Source: an optimization exercise on an open RTL-to-GDS flow (aim: small area). Production flows keep margins and buffers that such runs may drop. At most, simulation tests tie the RTL to the original design; equivalence was not proved. Power and IR drop assume default switching activity.

==> flow/design.v (excerpt) <==
module ro_puf_ctrl (
    input  wire         clock,
    input  wire         reset,
    input  wire         enable,
    input  wire         puf_request,
    input  wire [3:0]   select1,
    input  wire [3:0]   select2,
    input  wire [191:0] counter_outs,
    output wire         puf_out,
    output wire         done,
    output wire [255:0] crp,
    output wire [11:0]  oc,
    output wire [3:0]   sel1,
    output wire [3:0]   sel2,
    output wire [3:0]   rng1,
    output wire [3:0]   rng2,
    output wire         ro_enable,
    output wire         ro_reset,
    output wire         cnt_enable,
    output wire         cnt_reset
);
Size: roughly 2800 cells after synthesis, ~490 I/O pins, roughly 0.024 mm² of cells after synthesis.
Settings: LEC_CHECK=0, CAP_MARGIN=20, CORE_MARGIN=2, CORE_UTILIZATION=60, SLEW_MARGIN=20; clock period 12.0 ns.
standard.sh (not shown) runs the stock make flow with config.mk's settings and CLKGATE_MAP_FILE= SYNTH_SCRIPT=/design/flow/synth_recipe.tcl, a recipe that flattens the netlist after the stock synthesis.
==> flow/flow/run.sh <==
#!/bin/bash
# Standard layout (the standard.sh), with these changes:
#  - port buffers are buf_1 cells;
#  - the clock tree uses small clock buffers and no dummy loads;
#  - after global routing, gates off the critical paths are downsized.
set -o pipefail
export BUFFER_PORTS_ARGS="-buffer_cell sky130_fd_sc_hd__buf_1"
export CTS_ARGS="-sink_clustering_enable -repair_clock_nets -dont_use_dummy_load -buf_list sky130_fd_sc_hd__clkbuf_4 -sink_clustering_size 9 -sink_clustering_max_diameter 60"
export RECOVER_POWER=100
bash standard.sh > standard.log 2>&1
The baseline finished but fails on max-capacitance violations, max-slew violations.
Edit:
--- a/flow/flow/run.sh
+++ b/flow/flow/run.sh
@@ -2 +2 @@
-# Standard layout (the standard.sh), with these changes:
+# Standard layout (the standard.sh), with two changes:
@@ -4,2 +4 @@
-#  - the clock tree uses small clock buffers and no dummy loads;
-#  - after global routing, gates off the critical paths are downsized.
+#  - the clock tree uses small clock buffers and no dummy loads.
@@ -9 +7,0 @@
-export RECOVER_POWER=100
After rerunning: This time the run ran to the end with no violations. Area after synthesis does not change. Final area came out higher by about 0.5%. Clock power barely changes. Die area stays the same. Register-to-register slack improved by 2.8 ns.
Edit:
--- a/flow/flow/run.sh
+++ b/flow/flow/run.sh
@@ -2 +2 @@
-# Standard layout (the standard.sh), with two changes:
+# Standard layout (the standard.sh), with these changes:
- CORE_UTILIZATION: 60 -> 72
Outcome:
- The changed run finished with timing, DRC and antenna clean
- final cell count shrinks by 2.1%
- global-route usage increases by 4.9 points
- total power goes down by 0.50%
- worst setup slack is better by 0.21 ns
- non-clock buffer count shrinks by 2
- design area decreases by 0.42%
- sequential power barely changes
- combinational power is about the same
- sequential share of layout area goes up by 0.19 points
No run of this note included a check of the RTL's function; only the layout flow was run.

* * *

Another version of the RTL of ro_puf_ctrl (not shown whole).
Size: roughly 2800 cells after synthesis, roughly 550 flip-flops, about 490 I/O pins, roughly 25000 sq um of cells after synthesis.
export LEC_CHECK = 0
export CAP_MARGIN = 20
export CORE_MARGIN = 2
export CORE_UTILIZATION = 40
export SLEW_MARGIN = 20
create_clock -name core_clock -period 12.0 [get_ports {clock}]
==> flow/flow/run.sh <==
#!/bin/bash
# Standard layout, with the port buffers made of buf_1 cells.
set -o pipefail
export BUFFER_PORTS_ARGS="-buffer_cell sky130_fd_sc_hd__buf_1"
bash standard.sh > standard.log 2>&1
Rerun with:
==> flow/flow/run.sh (replaced) <==
#!/bin/bash
# Standard layout (the standard.sh), with two changes:
#  - port buffers are buf_1 cells;
#  - the clock tree uses small clock buffers and no dummy loads.
set -o pipefail
export BUFFER_PORTS_ARGS="-buffer_cell sky130_fd_sc_hd__buf_1"
export CTS_ARGS="-sink_clustering_enable -repair_clock_nets -dont_use_dummy_load -buf_list sky130_fd_sc_hd__clkbuf_4 -sink_clustering_size 8 -sink_clustering_max_diameter 30"
bash standard.sh > standard.log 2>&1
- CORE_UTILIZATION: 40 -> 60
What happened: Core utilization grows by 18 points; fmax decreases by 5.8%; via count rose by 3.6%; count of clock-buffer cells in the layout came out higher by 10.
No functional check of the RTL was part of any run of this note.

* * *

## v6
The RTL this note starts from:
==> flow/design.v <==
`timescale 1ns / 1ps
module PUF_FSM (
    input  wire         clock,
    input  wire         reset,
    input  wire         start,
    input  wire         puf_request,
    input  wire         wdone,       
    input  wire         puf_out,     
    input  wire [11:0]  dm1,         
    input  wire [15:0]  row,         
    input  wire [15:0]  col,         
    output wire         done,
    output wire [255:0] crp,
    output wire [11:0]  oc,
    output reg  [3:0]   sel1,
    output reg  [3:0]   sel2,
    output reg  [3:0]   rng1,
    output reg  [3:0]   rng2
);
    reg  [1:0] st;
    reg        idx8;
    wire s0 = (st == 2'd0);
    wire s1 = (st == 2'd1);
    wire s2 = (st == 2'd2);
    wire s3 = (st == 2'd3);
    wire run = st[0];
    assign done = s2;
    reg [5:0] cnt;      
    reg [5:0] ones;     
    reg [11:0] pd;      
    reg [11:0] d0;      
    reg [10:0] md;      
    wire eq = (sel1 == sel2);
    wire last = s1 ? (cnt[5] & cnt[4] & cnt[1]) : (cnt[2] & cnt[0]);
    wire pe = run & wdone & (last | eq);           
    always @(posedge clock, posedge reset) begin
        if (reset) begin
            st   <= 2'd0;
            sel1 <= 4'd0;
            sel2 <= 4'd0;
        end else begin
            case (st)
                2'd0: if (start) st <= 2'd1;
                2'd1: if (idx8) st <= 2'd2;
                2'd2: if (puf_request) st <= 2'd3;
                2'd3: if (idx8) st <= 2'd2;
            endcase
            if (s0 | idx8) begin
                sel1 <= 4'd0;
                sel2 <= 4'd0;
            end else if (pe) begin
                {sel1, sel2} <= {sel1, sel2} + 8'd1;
            end
        end
    end
    always @(posedge clock)
        idx8 <= ~s0 & ~idx8 & pe & (&{sel1, sel2});
    always @(posedge clock) begin
        if (!run | pe) begin
            cnt  <= 6'd0;
            ones <= 6'd0;
        end else if (wdone) begin
            cnt  <= cnt + 6'd1;
            ones <= ones + {5'd0, puf_out};
        end
    end
    wire [11:0] cd = pd - d0;
    assign oc = cd;
    always @(posedge clock, posedge reset) begin
        if (reset) begin
            pd <= 12'd0;
            d0 <= 12'd0;
        end else if (s0 | (s1 & pe)) begin
            pd <= 12'd0;
            d0 <= 12'd0;
        end else if (s1 & wdone) begin
            pd <= dm1;
            if (cnt == 6'd0)
                d0 <= dm1;
        end
    end
    wire close = puf_out ? (dm1[11:1] == 11'd0) : ((&dm1[11:2]) & (dm1[1] ^ dm1[0]));
    wire [10:0] cabs = cd[10:0] ^ {11{cd[11]}};
    wire setrng = s1 & pe & ~eq & close & (cabs >= md);
    always @(posedge clock) begin
        if (s0)
            md <= 11'd0;
        else if (setrng)
            md <= cabs;
    end
    always @(posedge clock, posedge reset) begin
        if (reset) begin
            rng1 <= 4'd0;
            rng2 <= 4'd1;
        end else if (setrng) begin
            rng1 <= sel2;
            rng2 <= sel1;
        end
    end
    wire good = (ones > 6'd45) | (ones < 6'd5);
    wire resp = (ones >= 6'd3);
    genvar i, j;
    wire wg = s1 & pe & good;
    wire wr = s3 & pe & resp;
    wire clrcrp = s2 & puf_request;
    wire [255:0] pg, cr;
    generate
        for (i = 0; i < 16; i = i + 1) begin : g_row
            for (j = 0; j < 16; j = j + 1) begin : g_col
                if (i == j) begin : g_diag
                    assign pg[16*i+j] = 1'b0;
                    assign cr[16*i+j] = 1'b0;
                end else begin : g_bit
                    reg g, c;
                    always @(posedge clock) begin
                        if (s0)
                            g <= 1'b0;
                        else if (wg & row[i] & col[j])
                            g <= 1'b1;
                    end
                    always @(posedge clock) begin
                        if (clrcrp)
                            c <= 1'b0;
                        else if (wr & row[i] & col[j] & g)
                            c <= 1'b1;
                    end
                    assign pg[16*i+j] = g;
                    assign cr[16*i+j] = c;
                end
            end
        end
    endgenerate
    assign crp = cr;
endmodule
`timescale 1ns / 1ps
`default_nettype none
module ro_puf_ctrl (
    input  wire         clock,
    input  wire         reset,
    input  wire         enable,
    input  wire         puf_request,
    input  wire [3:0]   select1,
    input  wire [3:0]   select2,
    input  wire [191:0] counter_outs,
    output wire         puf_out,
    output wire         done,
    output wire [255:0] crp,
    output wire [11:0]  oc,
    output wire [3:0]   sel1,
    output wire [3:0]   sel2,
    output wire [3:0]   rng1,
    output wire [3:0]   rng2,
    output wire         ro_enable,
    output wire         ro_reset,
    output wire         cnt_enable,
    output wire         cnt_reset
);
    reg [5:0] cc;
    always @(posedge clock, posedge reset)
        if (reset) cc <= 6'd0;
        else if (enable) cc <= cc + 6'd1;
    wire wdone = &cc;
    wire [3:0] s1 = sel1 | (select1 & {4{done}});
    wire [3:0] s2 = sel2 | (select2 & {4{done}});
    wire [15:0] h1, h2;
    genvar i;
    generate
        for (i = 0; i < 16; i = i + 1) begin : g_dec
            assign h1[i] = (s1 == i);
            assign h2[i] = (s2 == i);
        end
    endgenerate
    reg [11:0] a, b;
    integer k;
    always @(*) begin
        a = 12'd0;
        b = 12'd0;
        for (k = 0; k < 16; k = k + 1) begin
            a = a | (counter_outs[12*k +: 12] & {12{h1[k]}});
            b = b | (counter_outs[12*k +: 12] & {12{h2[k]}});
        end
    end
    wire [12:0] sum = {1'b0, a} + {1'b0, ~b};    
    assign puf_out = sum[12];
    PUF_FSM fsm (
        .clock(clock), .reset(reset), .start(enable), .puf_request(puf_request),
        .wdone(wdone), .puf_out(puf_out), .dm1(sum[11:0]), .row(h1), .col(h2),
        .done(done), .crp(crp), .oc(oc), .sel1(sel1), .sel2(sel2),
        .rng1(rng1), .rng2(rng2));
    assign cnt_enable = ~wdone;
    assign cnt_reset  = (cc == 6'd2) | reset;
    assign ro_enable  = (enable & (cc > 6'd2)) | done;
    assign ro_reset   = reset | ((cc <= 6'd2) & ~done);
endmodule
`default_nettype wire
Settings: LEC_CHECK=0, CAP_MARGIN=10, CORE_MARGIN=2, CORE_UTILIZATION=60, SLEW_MARGIN=10; clock period 12.0 ns.
==> flow/flow/run.sh <==
#!/bin/bash
# Standard layout (the standard.sh), with these changes:
#  - port buffers are buf_1 cells;
#  - the clock tree uses small clock buffers and no dummy loads.
set -o pipefail
export BUFFER_PORTS_ARGS="-buffer_cell sky130_fd_sc_hd__buf_1"
export CTS_ARGS="-sink_clustering_enable -repair_clock_nets -dont_use_dummy_load -buf_list sky130_fd_sc_hd__clkbuf_4 -sink_clustering_size 9 -sink_clustering_max_diameter 60"
bash standard.sh > standard.log 2>&1
Setup changes, v6 to v7
diff --git a/flow/config.mk b/flow/config.mk
--- a/flow/config.mk
+++ b/flow/config.mk
@@ -8 +8 @@
-export CAP_MARGIN = 10
+export CAP_MARGIN = 20
@@ -11 +11 @@
-export SLEW_MARGIN = 10
+export SLEW_MARGIN = 20
### Flow results
- Measured against each other, v6 and v7 differ in number of clock-tree buffers in the layout, the higher figure coming from v7.
- The fraction of met2 tracks used by global routing number comes out higher for v7 vs v6.
- ~same number of buffers inserted to repair setup after CTS in v6 and v7
- v7 against v6: register-to-register slack higher, setup slack after layout went up by 0.069 ns, met3 layer wire length in the routed design lost 5.8%, power about even.

-- re-timing with driven ports --
Ports are ideal in the flow. The routed layouts listed here were re-timed in OpenROAD.
Step 1, drivers: a clkbuf_16 drives clock and a buf_2 each remaining input, both assumed.
Step 2 adds t to the input delays and takes it off the output delays; t is the mean of the earliest and latest rising clock arrival at the registers after step 1. Input paths then give back, and output paths get back, about the clock's delay inside the block.
Slacks: no drivers / after step 1 / after step 2; pairs: no drivers / after step 1.
| run | shift t [ns] | slack for setup (ns) | worst setup path at the end | slew at the worst register clock pin (ns) | worst slew at a driven data input, ns |
|---|---|---|---|---|---|
| the first run of note 1 | 0.795 | 1.783 / 1.750 / 1.529 | input to register | 0.11 / 0.11 | 0.11 |
| the second run of note 1 | 0.795 | 2.816 / 2.783 / 2.783 | input to output | 0.11 / 0.11 | 0.11 |
| the third run of note 1 | 0.746 | 3.028 / 2.975 / 2.975 | input to output | 0.11 / 0.11 | 0.17 |
| the first run of note 2 | 0.657 | 3.979 / 3.955 / 3.955 | input to output | 0.06 / 0.06 | 0.11 |
| the second run of note 2 | 0.857 | 3.488 / 3.464 / 3.464 | input to output | 0.09 / 0.09 | 0.12 |
| v6 | 0.795 | 2.968 / 2.931 / 2.931 | input to output | 0.11 / 0.11 | 0.10 |
| v7 | 0.794 | 3.036 / 3.004 / 3.004 | input to output | 0.10 / 0.10 | 0.12 |
The setup slack of the first run of note 1, which loses most, moves by -0.033 ns with the drivers and by -0.254 ns with both steps.
